This design comes from an exercise in tuning for small area, a short achievable clock period and few clock cycles on the open sky130 flow, not from production work. No functional check of the RTL was part of this run. No activity file was given, so power comes from the tool's default toggle rates.

$ cat flow/run.sh
#!/bin/bash
# synth_recipe.tcl (not shown) runs the flow's synth.tcl, then flattens the netlist and writes it again
# the make line also repeats each setting of config.mk as NAME=value (left out here)
make -C /OpenROAD-flow-scripts/flow DESIGN_CONFIG=/design/flow/config.mk WORK_HOME=/design/flow/orfs CLKGATE_MAP_FILE= SYNTH_SCRIPT=/design/flow/synth_recipe.tcl finish
$ cat flow/config.mk
export PLATFORM = sky130hd
export DESIGN_NAME = CHIP
export DESIGN_NICKNAME = CHIP
export VERILOG_FILES = /design/flow/design.v
export SDC_FILE = /design/flow/constraint.sdc
export NUM_CORES = 8
export LEC_CHECK = 0
export CAP_MARGIN = 20
export CORE_MARGIN = 2
export CORE_UTILIZATION = 40
export SETUP_SLACK_MARGIN = 0.3
export SLEW_MARGIN = 20
$ cat flow/constraint.sdc
create_clock -name core_clock -period 11.0 [get_ports {clk}]
set_input_delay 2.2000 -clock core_clock [delete_from_list [all_inputs] [get_ports {clk}]]
set_output_delay 2.2000 -clock core_clock [all_outputs]
set_load 0.01 [all_outputs]
$ cat flow/design.v
module CHIP(clk,
            rst_n,
            mem_wen_D,
            mem_addr_D,
            mem_wdata_D,
            mem_rdata_D,
            mem_addr_I,
            mem_rdata_I);
    input         clk, rst_n ;
    output        mem_wen_D  ;
    output [31:0] mem_addr_D ;
    output [31:0] mem_wdata_D;
    input  [31:0] mem_rdata_D;
    output [31:0] mem_addr_I ;
    input  [31:0] mem_rdata_I;
    reg  [31:2] pc_f;                
    reg         init;                
    reg         d_valid;
    reg  [31:0] ir;
    reg  [31:2] pc_d;
    reg         e_valid;
    reg  [31:0] e_op1, e_op2, e_aux;
    reg  [4:0]  e_rd;
    reg         e_wr;                
    reg         e_load, e_store, e_branch, e_bge, e_jalr, e_link, e_mul;
    reg         e_sub, e_xor, e_slt, e_sll, e_srl;
    reg         e_pred;              
    reg         e_fwd1, e_fwd2, e_fwd3;
    reg         m_wr, m_load, m_store;
    reg  [4:0]  m_rd;
    reg  [31:0] m_res, m_wdata;
    reg         mu_busy;
    reg  [4:0]  mu_rd;
    reg  [31:0] mu_a, mu_b, mu_p;
    wire        mu_done = mu_busy && (mu_b == 32'd0 || mu_a == 32'd0);
    wire        mu_wb   = mu_done && !m_wr;
    wire        wp_we   = m_wr || mu_wb;
    wire [4:0]  wp_addr = m_wr ? m_rd : mu_rd;
    wire [31:0] wp_data = m_wr ? (m_load ? mem_rdata_D : m_res) : mu_p;
    wire [31:0] rf [0:31];
    assign rf[0] = 32'd0;
    genvar g;
    generate
        for (g = 1; g < 32; g = g + 1) begin : R
            reg [31:0] q;
            assign rf[g] = q;
            if (g == 2 || g == 3) begin : S
                always @(posedge clk or negedge rst_n) begin
                    if (!rst_n)
                        q <= (g == 2) ? 32'hbffffff0 : 32'h10008000;
                    else if (wp_we && wp_addr == g)
                        q <= wp_data;
                end
            end else begin : N
                always @(posedge clk) begin
                    if (init || (wp_we && wp_addr == g))
                        q <= init ? 32'd0 : wp_data;
                end
            end
        end
    endgenerate
    wire [6:0] op  = ir[6:0];
    wire [4:0] rd  = ir[11:7];
    wire [2:0] f3  = ir[14:12];
    wire [4:0] rs1 = ir[19:15];
    wire [4:0] rs2 = ir[24:20];
    wire d_auipc  = (op[6:4] == 3'b001) &&  op[2];
    wire d_opimm  = (op[6:4] == 3'b001) && !op[2];
    wire d_load   = (op[6:4] == 3'b000);
    wire d_store  = (op[6:4] == 3'b010);
    wire d_opreg  = (op[6:4] == 3'b011);
    wire d_branch = (op[6:4] == 3'b110) && (op[3:2] == 2'b00);
    wire d_jalr   = (op[6:4] == 3'b110) && (op[3:2] == 2'b01);
    wire d_jal    = (op[6:4] == 3'b110) && op[3];
    wire d_mul    = d_opreg && ir[25] && (f3 != 3'b100);
    wire d_use1 = !d_auipc && !d_jal;
    wire d_use2 = d_opreg || d_branch || d_store;
    wire d_wr   = !d_branch && !d_store && (rd != 5'd0);
    wire [31:0] imm_i = {{20{ir[31]}}, ir[31:20]};
    wire [31:0] imm_s = {{20{ir[31]}}, ir[31:25], ir[11:7]};
    wire [31:0] imm_b = {{19{ir[31]}}, ir[31], ir[7], ir[30:25], ir[11:8], 1'b0};
    wire [31:0] imm_u = {ir[31:12], 12'd0};
    wire [31:0] imm_j = {{11{ir[31]}}, ir[31], ir[19:12], ir[20], ir[30:21], 1'b0};
    wire [31:0] rd1 = rf[rs1];
    wire [31:0] rd2 = rf[rs2];
    wire [31:0] v1  = (wp_we && wp_addr == rs1 && rs1 != 5'd0) ? wp_data : rd1;
    wire [31:0] v2  = (wp_we && wp_addr == rs2 && rs2 != 5'd0) ? wp_data : rd2;
    wire e_hit1 = e_valid && e_wr && (e_rd == rs1);
    wire e_hit2 = e_valid && e_wr && (e_rd == rs2);
    wire e_hitd = e_valid && e_wr && (e_rd == rd);
    wire m_hit1 = mu_busy && !mu_wb && (mu_rd == rs1);
    wire m_hit2 = mu_busy && !mu_wb && (mu_rd == rs2);
    wire m_hitd = mu_busy && !mu_wb && (mu_rd == rd);
    wire e_slow = e_load || e_mul;        
    wire d_stall = d_valid && (
        (e_slow && ((d_use1 && e_hit1) || (d_use2 && e_hit2))) ||
        (e_mul && e_valid && e_wr && d_wr && e_hitd) ||
        (d_use1 && m_hit1) || (d_use2 && m_hit2) || (d_wr && m_hitd) ||
        (d_mul && d_wr && ((e_valid && e_mul && e_wr) || (mu_busy && !mu_wb))));
    wire [31:0] d_tgt_imm = d_jal ? imm_j : imm_b;
    wire [31:2] d_tgt = pc_d + d_tgt_imm[31:2];
    wire [31:2] d_pc4 = pc_d + 30'd1;
    wire d_jalr_pred = d_jalr && (ir[31:21] == 11'd0) && !e_hit1;
    wire d_pred = d_jal || (d_branch && ir[31]) || d_jalr_pred;
    wire d_go = d_valid && !d_stall;
    wire d_redirect = d_go && d_pred;
    wire [31:2] d_target = d_jalr_pred ? v1[31:2] : d_tgt;
    wire [31:0] a  = e_fwd1 ? m_res : e_op1;
    wire [31:0] b  = e_fwd2 ? m_res : e_op2;
    wire [31:0] sd = e_fwd3 ? m_res : e_aux;
    wire [31:0] b_inv = e_sub ? ~b : b;
    wire [32:0] sum_x = {1'b0, a} + {1'b0, b_inv} + {32'd0, e_sub};
    wire [31:0] sum   = sum_x[31:0];
    wire        lt    = (a[31] != b[31]) ? a[31] : sum[31];    
    wire        eq    = (a == b);
    wire [31:0] sll   = a << b[4:0];
    wire [31:0] srl   = a >> b[4:0];
    wire [31:0] e_res = e_link ? sd :
                        e_xor  ? (a ^ b) :
                        e_slt  ? {31'd0, lt} :
                        e_sll  ? sll :
                        e_srl  ? srl : sum;
    wire br_taken = e_bge ? !lt : eq;
    wire e_mis_br   = e_branch && (br_taken != e_pred);
    wire e_mis_jalr = e_jalr && !(e_pred && !a[0]);
    wire e_redirect = e_valid && (e_mis_br || e_mis_jalr);
    wire [31:2] e_target = e_jalr ? sum[31:2] : sd[31:2];
    assign mem_addr_I = {pc_f, 2'b00};
    always @(posedge clk or negedge rst_n) begin
        if (!rst_n) begin
            pc_f    <= 30'h00004000;
            d_valid <= 1'b0;
            init    <= 1'b1;
        end else begin
            init <= 1'b0;
            if (e_redirect) begin
                pc_f    <= e_target;
                d_valid <= 1'b0;
            end else if (d_redirect) begin
                pc_f    <= d_target;
                d_valid <= 1'b0;
            end else if (!d_stall) begin
                pc_f    <= pc_f + 30'd1;
                d_valid <= 1'b1;
            end
        end
    end
    always @(posedge clk) begin
        if (!d_stall) begin
            ir   <= mem_rdata_I;
            pc_d <= pc_f;
        end
    end
    always @(posedge clk or negedge rst_n) begin
        if (!rst_n) e_valid <= 1'b0;
        else        e_valid <= d_go && !e_redirect;
    end
    always @(posedge clk) begin
        e_op1 <= d_auipc ? {pc_d, 2'b00} : v1;
        e_op2 <= (d_opreg || d_branch) ? v2 :
                 d_store ? imm_s :
                 d_auipc ? imm_u : imm_i;
        e_aux <= d_store ? v2 :
                 (d_branch && !ir[31]) ? {d_tgt, 2'b00} : {d_pc4, 2'b00};
        e_rd     <= rd;
        e_wr     <= d_wr;
        e_load   <= d_load;
        e_store  <= d_store;
        e_branch <= d_branch;
        e_bge    <= f3[0];
        e_jalr   <= d_jalr;
        e_link   <= d_jal || d_jalr;
        e_mul    <= d_mul;
        e_sub    <= (d_opreg && ir[30]) || d_branch || (d_opimm && f3 == 3'b010);
        e_xor    <= d_opreg && f3 == 3'b100;
        e_slt    <= d_opimm && f3 == 3'b010;
        e_sll    <= d_opimm && f3 == 3'b001;
        e_srl    <= d_opimm && f3 == 3'b101;
        e_pred   <= (d_branch && ir[31]) || d_jalr_pred;
        e_fwd1   <= e_hit1 && d_use1 && !d_auipc;
        e_fwd2   <= e_hit2 && (d_opreg || d_branch);
        e_fwd3   <= e_hit2 && d_store;
    end
    wire e_go = e_valid && !e_mul;
    always @(posedge clk or negedge rst_n) begin
        if (!rst_n) begin
            m_wr    <= 1'b0;
            m_load  <= 1'b0;
            m_store <= 1'b0;
        end else begin
            m_wr    <= e_go && e_wr;
            m_load  <= e_go && e_load;
            m_store <= e_go && e_store;
        end
    end
    always @(posedge clk) begin
        m_rd    <= e_rd;
        m_res   <= e_res;
        m_wdata <= sd;
    end
    assign mem_wen_D   = m_store;
    assign mem_addr_D  = m_res;
    assign mem_wdata_D = m_wdata;
    wire mu_issue = e_valid && e_mul && e_wr;
    wire [31:0] pp0 = mu_b[0] ? mu_a : 32'd0;
    wire [31:0] pp1 = mu_b[1] ? {mu_a[30:0], 1'b0} : 32'd0;
    wire [31:0] pp2 = mu_b[2] ? {mu_a[29:0], 2'b0} : 32'd0;
    wire [31:0] pp3 = mu_b[3] ? {mu_a[28:0], 3'b0} : 32'd0;
    always @(posedge clk or negedge rst_n) begin
        if (!rst_n) mu_busy <= 1'b0;
        else if (mu_issue) mu_busy <= 1'b1;
        else if (mu_wb) mu_busy <= 1'b0;
    end
    always @(posedge clk) begin
        if (mu_issue) begin
            mu_a  <= a;
            mu_b  <= b;
            mu_p  <= 32'd0;
            mu_rd <= e_rd;
        end else if (!mu_done) begin
            mu_a <= {mu_a[27:0], 4'd0};
            mu_b <= {4'd0, mu_b[31:4]};
            mu_p <= mu_p + pp0 + pp1 + pp2 + pp3;
        end
    end
endmodule
==> metrics.cfg <==
[pwr]
ir_worst_vdd_mv=0.187
p_per_area_nw_per_um2=300
power.leakage_uw=0.0305

[critical_path]
arrival_ns=7.01
path_max_fanout=36
required_ns=11.70
worstSetupPathType=flip-flop to flip-flop
cp-end-kind=flip-flop
start_kind=flip-flop

[sta]
layout_setup_ws_ns=4.69
slew_headroom_pct=8.20
finalCritPeriodShare_pct=57.4
hold_slack_ns=0.455
slew_viol_final=0
tns_ns=0
max_freq_ghz=0.158
setup_violations=0
period_needed_ns=6.31
fin_skew_ns=0.0559
rsz0062_at_grt=no
tightest_slew_ns=1.36
hold_viol=0

[finish]
utilization_pct=46.1
ff_latch_area_um2=38700
multi_input_area_um2=31000
area_growth_pct=14.7
n_fill_cell=16229
nNetsFinal=6907
drive_gt1_share_pct=10.9

[floorplan]
die_height_um=427
dieArea_um2=183000
die_x_um=427
ios=163
core_um2=178000
num_rows=155
start_util_pct=40.2

[clock_tree]
cts_setup_buffers=0
hold_buffers=0
cts_buffer_depth=3
clk_pin_slew_ns=0.07
cts-root-buf=clkbuf_16
cts_buffers=152
htreeDepth=4
cts_sinks=1377
cts_resized=0
clk-insertion-delay-late_ns=0.85
cts_tree=done

[routing]
dr.pass1.iters=14
routedWlPerCell_um=38.2
via_per_inst=7.02
antenna_left=0
drtIter0Drc=12581
vias=64285
drcViolationCount=0
detail_route.wirelength_mm=350

[placement]
dp_slack_ns=4.95
place_congestion=1.02
dp_hpwl_mm=213
portBuffers=158

[synth]
synth_async_sr_flop_share_pct=7.33
synth_most_common_cell=edfxtp_1
ys_warn_count=1
synthTopCellsByCount=edfxtp_1 (1057), nand2_1 (726), a22oi_1 (643), nor2_1 (386), o21ai_0 (370)
netlist_area_um2=71700
syn_avg_cell_area_um2=10.9
synthCells=6561
synth_area_leader_cell=edfxtp_1
yosysTopAreaCellShare_pct=44.3
synth_cell_types=91
synthTopCellsByArea=edfxtp_1 (44%), a22oi_1 (6.7%), dfxtp_1 (6.1%), nand2_1 (3.8%), mux2i_1 (3.0%)
ys_ff_latch=1377
synth_edf_count=1057
synth-main-ff-cell=edfxtp_1
seq_area_frac_synth_pct=54.0

[global_routing]
grt_use_total_pct=37.3
grt_antenna_before_repair=20
grt_pass1_wl_mm=474
grt_overflow=0
grt_max_degree=94
grt_pass1_vias=60102

[run_status]
run_status=complete, no violations

[hold_path]
hold_class=flip-flop to flip-flop

[job]
cap_violations=0

## per-stage QoR
stage,instance area [um2],std cells,total power (uW)
2_1_floorplan,71700,6563,14200
3_3_place_gp,76900,8859,18700
3_5_place_dp,76900,8859,18800
4_1_cts,82100,9141,24100
5_1_grt,82100,9145,25400
6_report,82200,9162,24600
## report_power, final
part	switching [uW]	internal [uW]	total [uW]
sequential	1610	7760	9380
clock	2300	3020	5310
combinational	6700	3240	9940
total	10600	14000	24600
## cells by family after synthesis
kind of cell	count (synthesis)	share of synthesized area (%)
compound gates	2047	20.0
xor+xnor	230	2.85
fa+ha+maj	183	4.14
buf+inv	707	3.86
flops	1377	54.0
mux	285	4.14
other cells	1	0.00523
simple gates	1731	11.0
## state kept, by name, summed over array words and instances, names as in the netlist, 5 cells and up
| name | flops |
|---|---|
| R.q | 992 |
| mu_b | 32 |
| e_aux | 32 |
| mu_a | 32 |
| mu_rd | 5 |
| e_rd | 5 |
| pc_d | 30 |
| m_wdata | 32 |
| e_op1 | 32 |
| pc_f | 30 |
| ir | 30 |
| m_res | 32 |
| e_op2 | 32 |
| mu_p | 32 |
| m_rd | 5 |
## critical path, stage by stage (launching register included)
cell and delay (ns):
dfxtp_2 0.31, buf_4 0.53, mux2i_1 1.00, inv_1 0.39, ha_1 0.55, nand2_1 0.16, nor3_1 0.16, o21ai_1 0.16
a21oi_1 0.41, a211oi_1 0.09, nand3b_1 0.39, a21oi_1 0.34, mux2i_1 0.27, o21a_2 0.95, mux2_2 0.42
## layout make-up
class	count	area share [%]
multi-input combinational	4479	37.7
antenna	21	0.0639
clock buffer	202	5.13
sequential	1377	47.1
clock inverter	80	1.17
tap	2355	3.59
timing repair buffer	394	4.08
inverter	254	1.16
## cell usage in the layout, fill, tap and decap left out, types with 64 or more instances in the layout
cell	Yosys	routed
a21oi_1	266	259
a221oi_1	140	140
a22o_1	135	135
a22oi_1	643	643
buf_4	5	236
clkbuf_16	0	154
clkdlybuf4s50_1	0	157
dfrtp_1	70	69
dfxtp_1	219	214
edfxtp_1	1057	1057
fa_1	90	90
ha_1	93	93
inv_1	250	247
mux2_2	64	64
mux2i_1	213	211
nand2_1	726	722
nand3_1	158	157
nand4_1	127	127
nor2_1	386	324
nor3_1	73	73
o21ai_0	370	369
xnor2_1	168	168
## path summary, 6_finish.rpt
path | from | to | slack [ns] | cells after the start
max | e_fwd1$_DFF_P_ | pc_f[2]$_DFFE_PN0P_ | 4.69 | 14
min | e_rd[3]$_DFF_P_ | m_rd[3]$_DFF_P_ | 0.45 | 0
max reg2reg | e_fwd1$_DFF_P_ | pc_f[2]$_DFFE_PN0P_ | 4.69 | 14
min reg2reg | e_rd[3]$_DFF_P_ | m_rd[3]$_DFF_P_ | 0.45 | 0
max in group asynchronous | rst_n | R[3].q[5]$_DFFE_PN0P_ | 8.08 | 2
min in group asynchronous | rst_n | pc_f[25]$_DFFE_PN0P_ | 1.34 | 1
## layer usage
layer | global-route usage, % | part of all wire [%] | up-vias
li1 | - | - | 25337
met1 | 44.4 | 33 | 30926
met2 | 52.8 | 40 | 6131
met3 | 16.6 | 16 | 1863
met4 | 27.2 | 9.7 | 28
met5 | 2.86 | 0.22 | -

[port drivers added, routing unchanged]
The flow's constraints put no driver on any port. The routed layout listed below was extracted and timed again, unchanged, in two steps.
Step 1 assumes that a clkbuf_16 drives the clock port and a buf_2 every other input.
Step 2, shift: input delay + t, output delay - t, t = (earliest + latest rising clock arrival at the registers) / 2. This alone moves slack from input paths to output paths.
Three values: ideal ports, drivers, drivers and shift; two values: the first two.
t (ns): 0.901
slack for setup (ns): 4.688 / 4.688 / 4.688
hold WS [ns]: 0.455 / 0.455 / 0.455
worst setup path after step 2: register to register
worst slew at a driven data input, ns: 0.06
After both steps this run still meets setup and hold. For this run, drivers alone change the setup slack by 0.000 ns; drivers and shift together by 0.000 ns.
